This design comes from an exercise in tuning for small area and a short achievable clock period on the open sky130 flow, not from production work. Where RTL was checked, it was by simulation tests only, not by an equivalence proof against the original. Function not checked in runs 1 and 2: the RTL went through the layout flow alone.

[flow/config.mk]
export PLATFORM = sky130hd
export DESIGN_NAME = simon32_64
export DESIGN_NICKNAME = simon32_64
export VERILOG_FILES = /design/flow/design.v
export SDC_FILE = /design/flow/constraint.sdc
export NUM_CORES = 4
export LEC_CHECK = 0
export CAP_MARGIN = 20
export CORE_MARGIN = 2
export CORE_UTILIZATION = 40
export SETUP_SLACK_MARGIN = 0.95
export SLEW_MARGIN = 20
[flow/flow/run.sh]
#!/bin/bash
# Standard layout (the standard.sh) with three changes:
#  - the port buffers are plain buffers instead of the delay cells that
#    buffer_ports picks by default (repair resizes them where timing needs);
#  - the clock tree is a root buffer driving one level of leaf buffers, with
#    no sink clustering, which gives less insertion delay than the default
#    H-tree with clustered leaves;
#  - the slow cells listed in flow/dont_use.txt are added to the platform's
#    don't-use list, so that synthesis maps the XOR-heavy logic onto faster
#    two-input gates.
set -euo pipefail
export BUFFER_PORTS_ARGS="-buffer_cell sky130_fd_sc_hd__buf_1"
export CTS_ARGS="-repair_clock_nets -buf_list sky130_fd_sc_hd__clkbuf_8 -root_buf sky130_fd_sc_hd__clkbuf_16"
plat=$(make -s -C "$FLOW_HOME" DESIGN_CONFIG="$PWD/config.mk" WORK_HOME="$PWD/orfs" \
  print-DONT_USE_CELLS 2> print_dont_use.log | sed -n 's/^DONT_USE_CELLS: //p')
extra=$(grep -v '^#' flow/dont_use.txt | tr '\n' ' ')
echo "platform: $plat" > dont_use.log
echo "added: $extra" >> dont_use.log
bash standard.sh "DONT_USE_CELLS=$plat $extra" finish > standard_finish.log 2>&1
[flow/standard.sh]
#!/bin/bash
# synth_recipe.tcl (not shown) runs the flow's synth.tcl, then flattens the netlist and writes it again
# the make line also repeats each setting of config.mk as NAME=value (left out here)
make -C /OpenROAD-flow-scripts/flow DESIGN_CONFIG=/design/flow/config.mk WORK_HOME=/design/flow/orfs CLKGATE_MAP_FILE= SYNTH_SCRIPT=/design/flow/synth_recipe.tcl "${@:-finish}"
[flow/design.v]
module shifter #(
  parameter int AMOUNT = 1
) (
  input  logic [15:0] shift_in,
  output logic [15:0] shift_out
);
  assign shift_out = (shift_in << AMOUNT) | (shift_in >> (16 - AMOUNT));
endmodule
module round (
  input  logic [15:0] x_in, w_in, k1,
  output logic [15:0] x_out, y_out
);
  logic [15:0] a1, a2, a8, x1, b1, b2, b8;
  shifter #(1) A1 (x_in, a1);
  shifter #(8) A8 (x_in, a8);
  shifter #(2) A2 (x_in, a2);
  assign x1 = (a1 & a8) ^ (a2 ^ w_in);
  shifter #(1) B1 (x1, b1);
  shifter #(8) B8 (x1, b8);
  shifter #(2) B2 (x1, b2);
  assign x_out = (b1 & b8) ^ (b2 ^ (x_in ^ k1));
  assign y_out = x1;
endmodule
module key_gen #(
  parameter bit CHAIN = 0
) (
  input  logic [63:0] key_in,
  input  logic        z0, z1,
  output logic [63:0] key_out
);
  logic [15:0] p, k1, k2, k3, k4, k5, pn, c0, c1, bc0;
  logic [15:0] k2r1, k3r1, k3r3, k3r4, k3r6, k3r8, pr3, pr4, c0r3, c0r4, k4r3, k4r4;
  assign p  = key_in[15:0];
  assign k1 = key_in[31:16];
  assign k2 = key_in[47:32];
  assign k3 = key_in[63:48];
  assign c0 = {14'h3fff, 1'b0, z0};
  assign c1 = {14'h3fff, 1'b0, z1};
  shifter #(15) R2a (k2, k2r1);      
  shifter #(15) R3a (k3, k3r1);      
  shifter #(13) R3b (k3, k3r3);      
  shifter #(12) R3c (k3, k3r4);      
  shifter #(10) R3d (k3, k3r6);      
  shifter #(8)  R3e (k3, k3r8);      
  shifter #(13) RPa (p, pr3);        
  shifter #(12) RPb (p, pr4);        
  shifter #(13) RCa (c0, c0r3);      
  shifter #(12) RCb (c0, c0r4);      
  assign bc0 = c0r3 ^ c0r4;
  assign k4 = p ^ (k3r3 ^ k3r4) ^ c0;
  shifter #(13) R4a (k4, k4r3);      
  shifter #(12) R4b (k4, k4r4);      
  generate
    if (CHAIN) begin : chained
      assign k5 = (k1 ^ (k2 ^ k2r1) ^ c1) ^ (k4r3 ^ k4r4);
    end else begin : flat
      assign k5 = (k1 ^ (k2 ^ k2r1)) ^ ((pr3 ^ pr4) ^ (k3r6 ^ k3r8)) ^ bc0 ^ c1;
    end
  endgenerate
  assign pn = k2 ^ k3 ^ k3r1;
  assign key_out = {k5, k4, k3, pn};
endmodule
module simon32_64 (
	input  logic clk, reset,
	input  logic in_valid,
	output logic in_ready,
	input  logic [31:0] plaintext,
	input  logic [63:0] key,
	output logic out_valid,
	output logic [31:0] ciphertext
);
	localparam logic [2:0] A_FIRST = 3'b110;
	localparam logic [2:0] A_LAST  = 3'b101;
	localparam logic [3:0] B_LAST  = 4'b1101;
	logic [15:0] xa, wa, xb, wb;
	logic [63:0] ka, kb;
	logic [2:0]  ca, ca_next;
	logic [3:0]  cb, cb_next;
	logic        va, free_b, busy_b, last_a, last_b;
	logic [15:0] xab, wab, yab, xba, yba;
	logic [15:0] m_x, m_y, m_k0, m_k1, m_k2, m_k3;
	logic [63:0] kab, kab_raw, kba;
	always_comb begin
		case (ca)
			3'b110:  cb_next = 4'b1100;
			3'b100:  cb_next = 4'b1000;
			3'b000:  cb_next = 4'b1001;
			3'b010:  cb_next = 4'b0100;
			3'b011:  cb_next = 4'b1010;
			3'b001:  cb_next = 4'b0101;
			3'b111:  cb_next = 4'b0000;
			default: cb_next = 4'b1101;
		endcase
		case (cb)
			4'b1100: ca_next = 3'b100;
			4'b1000: ca_next = 3'b000;
			4'b1001: ca_next = 3'b010;
			4'b0100: ca_next = 3'b011;
			4'b1010: ca_next = 3'b001;
			4'b0101: ca_next = 3'b111;
			default: ca_next = 3'b101;
		endcase
	end
	assign last_b = (cb == B_LAST);
	assign last_a = (ca == A_LAST);
	assign kab = {kab_raw[63:48], kab_raw[47:32] & {16{!last_a}}, kab_raw[31:0]};
	round   rab (xa, wa, ka[31:16], xab, yab);
	key_gen #(1) gab (ka, ca[2], ca[1], kab_raw);
	round   rba (xb, wb, kb[31:16], xba, yba);
	key_gen gba (kb, cb[3], cb[2], kba);
	assign wab = yab ^ ka[47:32];
	assign m_x  = busy_b ? xba        : plaintext[31:16];
	assign m_y  = busy_b ? yba        : plaintext[15:0];
	assign m_k0 = busy_b ? kb[47:32]  : key[15:0];
	assign m_k1 = busy_b ? kb[63:48]  : key[31:16];
	assign m_k2 = busy_b ? kba[47:32] : key[47:32];
	assign m_k3 = busy_b ? kba[63:48] : key[63:48];
	always_ff @(posedge clk) begin
		xb <= xab;
		wb <= wab;
		kb <= kab;
		cb <= cb_next;
		xa <= m_x;
		wa <= m_y ^ m_k0;
		ka <= {m_k3, m_k2, m_k1, m_k0 ^ m_k1 ^ {m_k1[0], m_k1[15:1]}};
		ca <= busy_b ? ca_next : A_FIRST;
	end
	always_ff @(posedge clk) begin
		if (reset) begin
			va        <= 1'b0;
			free_b    <= 1'b1;
			busy_b    <= 1'b0;
			out_valid <= 1'b0;
		end else begin
			va        <= free_b ? in_valid : !last_b;
			free_b    <= !va;
			busy_b    <= va;
			out_valid <= !free_b && last_b;
		end
	end
	assign in_ready   = free_b;
	assign ciphertext = {xa, wa};
endmodule
[flow/constraint.sdc]
create_clock -name core_clock -period 2.5 [get_ports {clk}]
set_input_delay 0.5000 -clock core_clock [delete_from_list [all_inputs] [get_ports {clk}]]
set_output_delay 0.5000 -clock core_clock [all_outputs]
set_load 0.01 [all_outputs]
[flow/flow/dont_use.txt]
# slow cells kept out of synthesis and repair
sky130_fd_sc_hd__xor3_1
sky130_fd_sc_hd__xor3_2
sky130_fd_sc_hd__xor3_4
sky130_fd_sc_hd__xnor3_1
sky130_fd_sc_hd__xnor3_2
sky130_fd_sc_hd__xnor3_4
sky130_fd_sc_hd__or4_1
sky130_fd_sc_hd__or4_2
sky130_fd_sc_hd__or4_4
sky130_fd_sc_hd__nor4_1
sky130_fd_sc_hd__nor4_2
sky130_fd_sc_hd__nor4_4
sky130_fd_sc_hd__and4_1
sky130_fd_sc_hd__and4_2
sky130_fd_sc_hd__and4_4
sky130_fd_sc_hd__nand4_1
sky130_fd_sc_hd__nand4_2
sky130_fd_sc_hd__nand4_4
sky130_fd_sc_hd__or4b_1
sky130_fd_sc_hd__or4bb_1
sky130_fd_sc_hd__nor4b_1
sky130_fd_sc_hd__nor4bb_1
sky130_fd_sc_hd__or3_1
sky130_fd_sc_hd__or3b_1
sky130_fd_sc_hd__nor3_1
==> results of run 1 <==
==> per-stage QoR <==
stage	utilization [%]	hold WS, ns	std cells
3_5_place_dp	44.3	0.383	1428
3_3_place_gp	44.3	0.384	1428
2_1_floorplan	-	0.375	987
4_1_cts	48.0	0.295	1466
6_report	49.6	0.307	1470
5_1_grt	49.6	0.303	1470
==> worst register-to-register path: stages, from the launching register on <==
cell and delay (ns):
dfxtp_4 0.41, buf_16 0.27, mux2i_1 0.35, xnor2_1 0.24, xnor2_1 0.19
==> logic make-up (layout without fill, tap and decap cells) <==
kind of cell | Yosys count | in the layout
flops | 203 | 203
buf+inv | 45 | 204
compound gates | 70 | 70
fa+ha+maj | 5 | 5
xor+xnor | 470 | 470
simple gates | 157 | 157
mux | 37 | 37
==> Yosys cell counts <==
| master | instances | area (um2) |
|---|---|---|
| a21oi_1 | 62 | 310 |
| mux2i_1 | 33 | 330 |
| ha_1 | 5 | 62.6 |
| o221ai_1 | 1 | 8.76 |
| buf_1 | 2 | 7.51 |
| nand2_1 | 49 | 184 |
| nor2b_1 | 6 | 37.5 |
| nor2_1 | 95 | 357 |
| o21ai_0 | 4 | 20.0 |
| buf_2 | 16 | 80.1 |
| dfxtp_1 | 203 | 4060 |
| nand3_1 | 1 | 5.00 |
| xor2_1 | 89 | 780 |
| a21boi_0 | 1 | 7.51 |
| inv_1 | 20 | 75.1 |
| o32ai_1 | 1 | 8.76 |
| mux2_2 | 4 | 45.0 |
| clkbuf_1 | 7 | 26.3 |
| xnor2_1 | 378 | 3310 |
| nor3b_1 | 1 | 7.51 |
| nand2b_1 | 4 | 25.0 |
| o211ai_1 | 1 | 7.51 |
| xnor2_2 | 3 | 48.8 |
| and2_1 | 1 | 6.26 |
==> placed cells by master, fill, tap and decap left out, types with 2 or more instances in the layout <==
cell type    n
ha_1         5
xnor2_4      4
dfxtp_4     12
nand2b_1     4
xor2_1      68
mux2i_1     29
dfxtp_1    167
nor2_1      95
buf_4       14
xnor2_2     59
bufinv_16    2
dfxtp_2     24
buf_1      131
buf_12       3
mux2_2       4
mux2i_2      3
clkinv_4     3
xor2_2      21
inv_1       21
a21oi_1     62
nor2b_1      6
buf_6        2
clkbuf_8    17
o21ai_0      4
inv_8        2
inv_6        4
xnor2_1    318
nand2_1     48
==> sequential cells by signal, summed over array words and instances (netlist names) <==
name / cells
busy_b: 1
ca: 3
cb: 4
free_b: 1
ka: 64
kb: 64
out_valid: 1
va: 1
wa: 16
wb: 16
xa: 16
xb: 16
==> timing repair <==
action / CTS / global route
endpoints found under the setup margin: 96 / 42
gates resized for setup: 79 / 62
pin swaps: 8 / 13
buffers inserted: 6 / 4
==> path summary, 6_finish.rpt <==
check                               to  depth (start not counted)
worst max register to register   ka[6]                          4
worst min register to register  kb[20]                          0
worst min-delay path                va                          2
worst max-delay path             ka[6]                          4
==> layout make-up <==
type,count,area (um2)
Multi-Input combinational cell,739,6240
Clock buffer,18,259
Sequential cell,203,4140
Timing Repair Buffer,152,712
Inverter,20,75.1
Clock inverter,14,160
Fill cell,2291,12200
Tap cell,324,405
==> metal layers <==
metal	vias up	routed length, um	share of wire, %	GRT usage, %
met2	243	14300	47	38.5
met1	3406	13700	45	32.3
met3	43	1830	6.0	4.47
li1	3346	-	-	-
met5	-	0	0	0
met4	0	829	2.7	7.82
==> impl_results.md, run 1 <==
* Synth Net Count at 1091
* Final worst path period share at 61.5%
* Kind of critical path: reg2reg
* CTS tree: built
* Xor and xnor area share after synthesis at 42.2%
* Worst flop-to-flop path startpoint: busy_b
* Port bufs at 132
* Outcome: finished clean
* Worst Path Buf+Inv at 1
* Final ANT Viol Nets at 0
* Worst Setup SP: busy_b
* RSZ-0062 raised after global routing: true
* Crit path max-delay family: XOR/XNOR gates
* DP Worst Slack at 0.648 ns
* WL/cell at 20.8 um
* Synthesized area at 9810 um2
* Placer Congestion at 0.905
* Crit path max-delay cell type: dfxtp_4
* Setup TNS at 0 ns
* Core area at 24200 um2
* Setup violators final at 0
* First-pass GRT wire length at 44.3 mm
* CP max FO at 58
* 1st-iter DRT viols at 485
* TritonRoute pass-1 iters at 5
* Root Driver: clkbuf_16
* Synth Register Bits at 203
* Initial antenna violation count at 0
* GRT Overall Usage at 23.9%
* Via/cell ratio at 4.79
* Sequential fraction of the synthesis area at 41.4%
* CP Launch Type: flip-flop
* Die span in y at 161 um
* Row Count at 57
* Initial Util at 40.6%
* Chip width at 161 um
* DIE AREA at 25800 um2
* WL final at 30.6 mm
* R2r setup slk at 0.96 ns
* Worst path cell trace: buf_16 > mux2i_1 > xnor2_1 > xnor2_1
* Worst Tran Pin Value at 0.553 ns
* Slew Viols, Final at 0
* Min setup slack post-route at 0.963 ns
* Minimum clock period at 1.54 ns
* Largest net degree at the start of global routing at 59
* Post-synthesis mux area share at 3.82%
* Final non-filler cell area at 12000 um2
* Worst-Skew Late Latency at 0.41 ns
* Vias in the first global route at 6959
* H-tree depth at 4
* Clock Tree Buf Depth at 2
* Ys Warns at 1
* Residual DRC count at 0
* Syn Inst Count at 987
* Share of layout cells above drive strength 1 at 15.9%
* Compound-cell area share of the yosys netlist at 3.70%
* Antenna diodes at 0
* Post-CTS Hold Fix Bufs at 0
* Max incr delay on CP at 0.41 ns
* Maxcap violations at 0
* Hold path startpoint: reset
* Final Hold Viols at 0
* Dpl cell area at 10700 um2
* Area grow syn2layout at 22.2%
* Sink Count at 203
* Vias at 7038
* IO Pins at 133
* Syn avg cell area at 9.94 um2
* CP endpoint kind: flip-flop
* Largest family of logic cells by synthesized area: XOR/XNOR gates
* Post-synthesis cell type count at 24
* Clock Pin Slew Worst Setup and Hold Paths at 0.11 ns
* Grt ovf at 0
* Max_slew headroom at 62.9%
* Clock skew at 0.0191 ns
* Final nets at 1237
* Req. time, crit path at 2.82 ns
* Post-Synth Simple-Gate Area at 6.34%
* Inserted Clock Buffers at 17
* Adder-cell share of the synthesized area at 0.637%
* DP HPWL at 24.3 mm
* Critical Path AT at 1.85 ns
* Max frequency at 0.651 GHz
* Most used cell, CP: xnor2_1
* Hold WC Path Type: in2reg
==> run 2, diff against run 1 <==
--- a/flow/config.mk
+++ b/flow/config.mk
@@ -10,3 +10,3 @@
 export CORE_UTILIZATION = 40
-export SETUP_SLACK_MARGIN = 0.95
+export SETUP_SLACK_MARGIN = 1.0
 export SLEW_MARGIN = 20
==> run 2 against run 1 <==
Cell count up 0.82%. Register-to-register slack about the same. Via count up 0.80%. Utilization up 1.7 points. Critical endpoint is now kb[52]. Largest cell class unchanged.
==> impl_results.md, run 2 <==
* Critical Path AT at 1.82 ns (-0.03 ns)
* Via/cell ratio at 4.79 (about the same)
* Worst Tran Pin Value at 0.520 ns (-0.0330 ns)
* Initial antenna violation count at 0 (unchanged)
* Clock skew at 0.0191 ns (-0.0000358 ns)
* Async SR Flop Fraction at 0% (unchanged)
* CP endpoint kind: flip-flop
* DP Worst Slack at 0.648 ns (unchanged)
* Placer Congestion at 0.905 (unchanged)
* Min setup slack post-route at 0.971 ns (+0.00768 ns)
* WL final at 31.3 mm (+2.1%)
* Syn avg cell area at 9.94 um2 (unchanged)
* Synthesized area at 9810 um2 (unchanged)
* Ys Warns at 1 (unchanged)
* Setup violators final at 0 (unchanged)
* Sequential fraction of the synthesis area at 41.4% (unchanged)
* Fill cells at 2236 (-2.4%)
* DP HPWL at 24.3 mm (unchanged)
* H-tree depth at 4 (unchanged)
* Most common cell after layout, fill and taps aside: xnor2_1
* Largest net degree at the start of global routing at 30 (-49%)
* Most frequent cells in the layout: 317 x xnor2_1, 147 x dfxtp_1, 118 x buf_1
* Final Hold Viols at 0 (unchanged)
* Core area at 24200 um2 (unchanged)
* Cell accounting for the most synthesized area: dfxtp_1
* 1st-iter DRT viols at 561 (+16%)
* Minimum clock period at 1.53 ns (-0.00768 ns)
* GRT Overall Usage at 24.4% (+0.48 points)
* Final nets at 1249 (+0.97%)
* Post-synthesis cell type count at 24 (unchanged)
* Synth Net Count at 1091 (unchanged)
* Commonest cells in the netlist: 378 x xnor2_1, 203 x dfxtp_1, 95 x nor2_1, 89 x xor2_1, 62 x a21oi_1
* Sink Count at 203 (unchanged)
* Die span in y at 161 um (unchanged)
* Root Driver: clkbuf_16
* Top flop regs: ka x64, kb x64
* Share of the synthesized area in the top cell type at 41.4% (unchanged)
* First-pass GRT wire length at 45.1 mm (+1.8%)
* Req. time, crit path at 2.79 ns (-0.03 ns)
* Inserted Clock Buffers at 17 (unchanged)
* Maxcap violations at 0 (unchanged)
* Antenna diodes at 0 (unchanged)
* RSZ-0062 raised after global routing: true
* Max_slew headroom at 65.1% (+2.2 points)
* Clock Pin Slew Worst Setup and Hold Paths at 0.11 ns (about the same)
* Area grow syn2layout at 26.4%
* IO Pins at 133 (unchanged)
* Initial Util at 40.6% (unchanged)
* Most numerous cell in the Yosys netlist: xnor2_1
* Main flop type after synthesis: dfxtp_1
* Crit path max-delay cell type: dfxtp_4
* Worst path cell trace: xnor2_4 > xnor2_2 > xnor2_2 > buf_4 > xor2_2 > xnor2_1
* Syn Inst Count at 987 (unchanged)
* CTS tree: built
* Cells taking the most area after synthesis: dfxtp_1 41%, xnor2_1 34%, xor2_1 7.9%, nor2_1 3.6%, mux2i_1 3.4%
* Max frequency at 0.654 GHz (+0.50%)
* DIE AREA at 25800 um2 (unchanged)
* Final ANT Viol Nets at 0 (unchanged)
* Chip width at 161 um (unchanged)
* CP max FO at 3 (-95%)
* Outcome: finished clean
* Kind of critical path: reg2reg
* Max incr delay on CP at 0.40 ns (about the same)
* Vias at 7094 (+0.80%)
* Share of layout cells above drive strength 1 at 20.0% (+4.2 points)
* Port bufs at 132 (unchanged)
* Vias in the first global route at 7118 (+2.3%)
* Residual DRC count at 0 (unchanged)
* WHS at 0.302 ns (-0.00545 ns)
* Grt ovf at 0 (unchanged)
* Final worst path period share at 61.2% (-0.31 points)
* Slew Viols, Final at 0 (unchanged)
* CP Launch Type: flip-flop
* Hold WC Path Type: in2reg
* WL/cell at 21.1 um (+1.3%)
* Most used cell, CP: xnor2_2
* Setup TNS at 0 ns (unchanged)
* Row Count at 57 (unchanged)
* TritonRoute pass-1 iters at 5 (unchanged)
* Synth Register Bits at 203 (unchanged)
* Clock Tree Buf Depth at 2 (unchanged)
* Worst-Skew Late Latency at 0.41 ns (about the same)
* Number of flops mapped to enable cells by yosys at 0 (unchanged)
==> run 2: changes by cell type in the layout (fill, tap and decap cells not counted), sizes merged <==
cell    delta
bufbuf     +2
clkbuf     +8
buf        +2
==> run 2: worst max-delay path: cells and delay by family, from the launching register on <==
family                    cells  cell delay, ns
buffers and inverters         1            0.17
DFF                           1            0.40
xor gates and xnor gates      5            0.85
==> run 2: cells by family after synthesis <==
logic type / Yosys count / share of synthesized area (%)
AND/OR/NAND/NOR: 157 / 6.34
AO/OA/AOI/OAI: 70 / 3.70
adder cells (fa/ha/maj): 5 / 0.637
XOR/XNOR: 470 / 42.2
multiplexers: 37 / 3.82
flip-flops: 203 / 41.4
buffers and inverters: 45 / 1.93
==> run 2: path summary, 6_finish.rpt <==
check	start	end	slack, ns	cells past startpoint
min	reset	va	0.30	2
max reg2reg	ka[59]	kb[52]	0.97	6
max	ka[59]	kb[52]	0.97	6
min reg2reg	ka[54]	kb[22]	0.41	0
==> run 2: area by class of cell <==
cell class / count / area, um2 / share of cell area, %
inverter: 20 / 75.1 / 0.605
sequential: 203 / 4190 / 33.8
multi-input combinational: 739 / 6430 / 51.8
clock inverter: 14 / 160 / 1.29
tap: 324 / 405 / 3.27
timing repair buffer: 164 / 891 / 7.18
clock buffer: 18 / 259 / 2.09
==> run 2: metal layers <==
layer	up-vias	track usage, %	share of wire, %
li1	3376	-	-
met1	3389	33.1	44
met2	267	38.8	46
met3	62	4.36	6.3
met4	0	9.13	3.8
met5	-	0	0
==> run 2: per-stage QoR <==
stage               cells  instance area, um2  util, %
finish               1482               12400     51.3
floorplan             987                9810        -
global route         1482               12400     51.3
detailed placement   1428               10700     44.3
CTS                  1474               11900     49.3
global placement     1428               10700     44.3
==> run 2: timing repair <==
| action | in CTS | in global routing |
|---|---|---|
| buffers inserted | 12 | 8 |
| hold buffers | 0 | 0 |
| gates resized for setup | 124 | 83 |
| gates cloned | 2 | 0 |
| setup endpoints to repair | 113 | 62 |
| pin swaps | 13 | 15 |
==> run 3, diff against run 2 <==
--- a/flow/design.v
+++ b/flow/design.v
@@ -23,5 +23,3 @@
 endmodule
-module key_gen #(
-  parameter bit CHAIN = 0
-) (
+module key_gen (
   input  logic [63:0] key_in,
@@ -31,3 +29,3 @@
   logic [15:0] p, k1, k2, k3, k4, k5, pn, c0, c1, bc0;
-  logic [15:0] k2r1, k3r1, k3r3, k3r4, k3r6, k3r8, pr3, pr4, c0r3, c0r4, k4r3, k4r4;
+  logic [15:0] k2r1, k3r1, k3r3, k3r4, k3r6, k3r8, pr3, pr4, c0r3, c0r4;
   assign p  = key_in[15:0];
@@ -50,11 +48,3 @@
   assign k4 = p ^ (k3r3 ^ k3r4) ^ c0;
-  shifter #(13) R4a (k4, k4r3);      
-  shifter #(12) R4b (k4, k4r4);      
-  generate
-    if (CHAIN) begin : chained
-      assign k5 = (k1 ^ (k2 ^ k2r1) ^ c1) ^ (k4r3 ^ k4r4);
-    end else begin : flat
-      assign k5 = (k1 ^ (k2 ^ k2r1)) ^ ((pr3 ^ pr4) ^ (k3r6 ^ k3r8)) ^ bc0 ^ c1;
-    end
-  endgenerate
+  assign k5 = (k1 ^ (k2 ^ k2r1)) ^ ((pr3 ^ pr4) ^ (k3r6 ^ k3r8)) ^ bc0 ^ c1;
   assign pn = k2 ^ k3 ^ k3r1;
@@ -107,3 +97,3 @@
 	round   rab (xa, wa, ka[31:16], xab, yab);
-	key_gen #(1) gab (ka, ca[2], ca[1], kab_raw);
+	key_gen gab (ka, ca[2], ca[1], kab_raw);
 	round   rba (xb, wb, kb[31:16], xba, yba);
==> flow/flow/dont_use.txt (replaced) <==
# slow cells kept out of synthesis and repair
sky130_fd_sc_hd__xor3_1
sky130_fd_sc_hd__xor3_2
sky130_fd_sc_hd__xor3_4
sky130_fd_sc_hd__xnor3_1
sky130_fd_sc_hd__xnor3_2
sky130_fd_sc_hd__xnor3_4
--- a/flow/config.mk
+++ b/flow/config.mk
@@ -10,3 +10,3 @@
 export CORE_UTILIZATION = 40
-export SETUP_SLACK_MARGIN = 1.0
+export SETUP_SLACK_MARGIN = 0.95
 export SLEW_MARGIN = 20
==> run 3 against run 2 <==
Still clean. Synthesized cell count rose by 3.1%. Fmax fell by 1.9%.
==> impl_results.md, run 3 <==
* Vias in the first global route at 6993 (-1.8%)
* H-tree depth at 4 (unchanged)
* Chip width at 164 um (+2.0%)
* Most frequent cells in the layout: 377 x xnor2_1, 175 x dfxtp_1, 130 x buf_1
* Async SR Flop Fraction at 0% (unchanged)
* Inserted Clock Buffers at 17 (unchanged)
* Row Count at 58 (+1.8%)
* Req. time, crit path at 2.77 ns (-0.02 ns)
* DIE AREA at 26800 um2 (+4.0%)
* Max_slew headroom at 60.0% (-5.1 points)
* Hold WC Path Type: in2reg
* Critical Path AT at 1.83 ns (about the same)
* CP max FO at 4 (+1)
* Via/cell ratio at 4.71 (-1.6%)
* Most common cell after layout, fill and taps aside: xnor2_1
* Core area at 25100 um2 (+3.9%)
* Max incr delay on CP at 0.44 ns (+0.04 ns)
* Setup violators final at 0 (unchanged)
* DP Worst Slack at 0.771 ns (+0.122 ns)
* Port bufs at 132 (unchanged)
* Final non-filler cell area at 11900 um2 (-4.3%)
* Clock Tree Buf Depth at 2 (unchanged)
* TritonRoute pass-1 iters at 4 (-1)
* Worst Tran Pin Value at 0.596 ns (+0.0764 ns)
* Clock Pin Slew Worst Setup and Hold Paths at 0.12 ns (about the same)
* Kind of critical path: reg2reg
* Largest net degree at the start of global routing at 46 (+53%)
* WL final at 31.5 mm (+0.67%)
* GRT Overall Usage at 23.8% (-0.57 points)
* Synthesized area at 10200 um2 (+4.1%)
* Setup TNS at 0 ns (unchanged)
* CP Launch Type: flip-flop
* Share of the synthesized area in the top cell type at 39.8% (-1.6 points)
* DP HPWL at 25.5 mm (+4.6%)
* Residual DRC count at 0 (unchanged)
* Minimum clock period at 1.56 ns (+0.0290 ns)
* Maxcap violations at 0 (unchanged)
* IO Pins at 133 (unchanged)
* Grt ovf at 0 (unchanged)
* Cells taking the most area after synthesis: dfxtp_1 40%, xnor2_1 33%, xor2_1 7.5%, nor2_1 3.5%, mux2i_1 3.2%
* Dpl cell area at 11000 um2 (+3.0%)
* CTS tree: built
* Main flop type after synthesis: dfxtp_1
* Non-filler cells, final at 1498 (+1.1%)
* Worst-Skew Late Latency at 0.42 ns (about the same)
* Sequential fraction of the synthesis area at 39.8% (-1.6 points)
* Final Hold Viols at 0 (unchanged)
* Slew Viols, Final at 0 (unchanged)
* Cell accounting for the most synthesized area: dfxtp_1
* WL/cell at 21.0 um (-0.40%)
* Synth Net Count at 1122 (+2.8%)
* Initial antenna violation count at 0 (unchanged)
* Hold depth at 2 (unchanged)
* Antenna diodes at 0 (unchanged)
* Initial Util at 40.7% (+0.078 points)
* Area grow syn2layout at 16.3%
* Top flop regs: ka x64, kb x64
* Max frequency at 0.642 GHz (-1.9%)
* Root Driver: clkbuf_16
* Syn Inst Count at 1018 (+3.1%)
* Synth Register Bits at 203 (unchanged)
* CP endpoint kind: flip-flop
* Most numerous cell in the Yosys netlist: xnor2_1
* Final ANT Viol Nets at 0 (unchanged)
* Vias at 7059 (-0.49%)
* Min setup slack post-route at 0.942 ns (-0.0290 ns)
* Crit path max-delay cell type: dfxtp_1
* Final nets at 1259 (+0.80%)
* Outcome: finished clean
* Post-placement cell count at 1455 (+1.9%)
* Placer Congestion at 0.929 (+2.7%)
* Clock skew at 0.0165 ns (-0.00259 ns)
* Syn avg cell area at 10.0 um2 (+0.89%)
* Share of layout cells above drive strength 1 at 11.2% (-8.8 points)
* Die span in y at 164 um (+2.0%)
* RSZ-0062 raised after global routing: true
* Post-synthesis cell type count at 27 (+13%)
* Final worst path period share at 62.3% (+1.2 points)
* 1st-iter DRT viols at 401 (-29%)
* Commonest cells in the netlist: 390 x xnor2_1, 203 x dfxtp_1, 95 x nor2_1, 87 x xor2_1, 61 x a21oi_1
* Fin util at 47.3% (-4.0 points)
* Sink Count at 203 (unchanged)
* Ys Warns at 1 (unchanged)
* Worst Reg2Reg Path Length in Cells at 5 (-1)
* Number of flops mapped to enable cells by yosys at 0 (unchanged)
* First-pass GRT wire length at 45.0 mm (-0.38%)
* Worst path cell trace: xor2_1 > xor2_1 > xnor2_1 > xnor2_1 > a21oi_1
-- run 3: cell types whose count changed in the layout (fill, tap and decap cells not counted), sizes merged, moves of 2 or more --
cell and change:
bufbuf -2, clkinv +3, inv -2, nor3 +2, buf -8, clkbuf -7, nand2b -2, bufinv -2
xnor2 +27
-- run 3: cell families after synthesis --
family	count (synthesis)	synth area share, %
and+or+nand+nor	157	6.05
muxes	37	3.68
DFF	203	39.8
AOI/OAI and AO/OA	69	3.53
adders and majority gates	5	0.613
xor gates and xnor gates	498	44.3
buffers and inverters	49	2.08
-- run 3: critical path: cells and delay by family, from the launching register on --
family | cells | cell delay [ns]
compound gates | 1 | 0.10
xor+xnor | 4 | 0.88
flops | 1 | 0.44
-- run 3: final timing paths --
check             startpoint  endpoint  slack, ns
setup / recovery       xb[4]     xa[8]       0.94
setup reg to reg       xb[4]     xa[8]       0.94
hold / removal         reset        va       0.29
hold reg to reg           va    busy_b       0.47
-- run 3: cell type report --
class / count / area [um2]
clock buffers: 18 / 259
clock inverters: 14 / 153
fillers: 2505 / 13200
inverters: 20 / 75.1
multi-input cells: 766 / 6200
flip-flops and latches: 203 / 4130
well taps: 330 / 413
repair buffers: 147 / 639
-- run 3: what timing repair did --
item | 4_1_cts | 5_1_grt
endpoints found under the setup margin | 70 | 26
pin swaps | 2 | 4
gates resized for setup | 38 | 37
hold buffers | 0 | 0
buffers inserted | 3 | 8
-- run 3: metrics by stage --
step	hold WS, ns
final	0.289
after global placement	0.447
after CTS	0.274
after floorplan	0.329
after global routing	0.301
after detailed placement	0.457
-- run 3: metal layers --
layer	share of wire (%)	GRT usage, %	vias up	wire, um
li1	-	-	3434	-
met1	45	31.4	3389	14100
met4	2.5	6.78	0	782
met2	48	40.0	189	15200
met5	0	0	-	0
met3	4.6	4.04	47	1430

what the ideal ports hide:
The flow's constraints put no driver on any port. The routed layouts listed below were extracted and timed again, unchanged, in two steps. Step 1 sets driving cells, clkbuf_16 on the clock port and buf_2 on the other inputs (assumed; they add their load-dependent delay and slew). Step 2, shift: input delay + t, output delay - t, t = (earliest + latest rising clock arrival at the registers) / 2. This alone moves slack from input paths to output paths. Slacks: ideal / step 1 / step 2; pairs: ideal / step 1.
| run | t, ns | setup WS [ns] | worst hold slack (ns) | worst setup path after step 2 | worst data-port slew with drivers (ns) |
|---|---|---|---|---|---|
| run 1 | 0.439 | 0.963 / 0.936 / 0.963 | 0.307 / 0.287 / 0.414 | register to register | 0.04 |
| run 2 | 0.442 | 0.971 / 0.971 / 0.971 | 0.302 / 0.280 / 0.409 | register to register | 0.04 |
| run 3 | 0.453 | 0.942 / 0.942 / 0.942 | 0.289 / 0.270 / 0.473 | register to register | 0.04 |
After both steps every run listed still meets setup and hold.
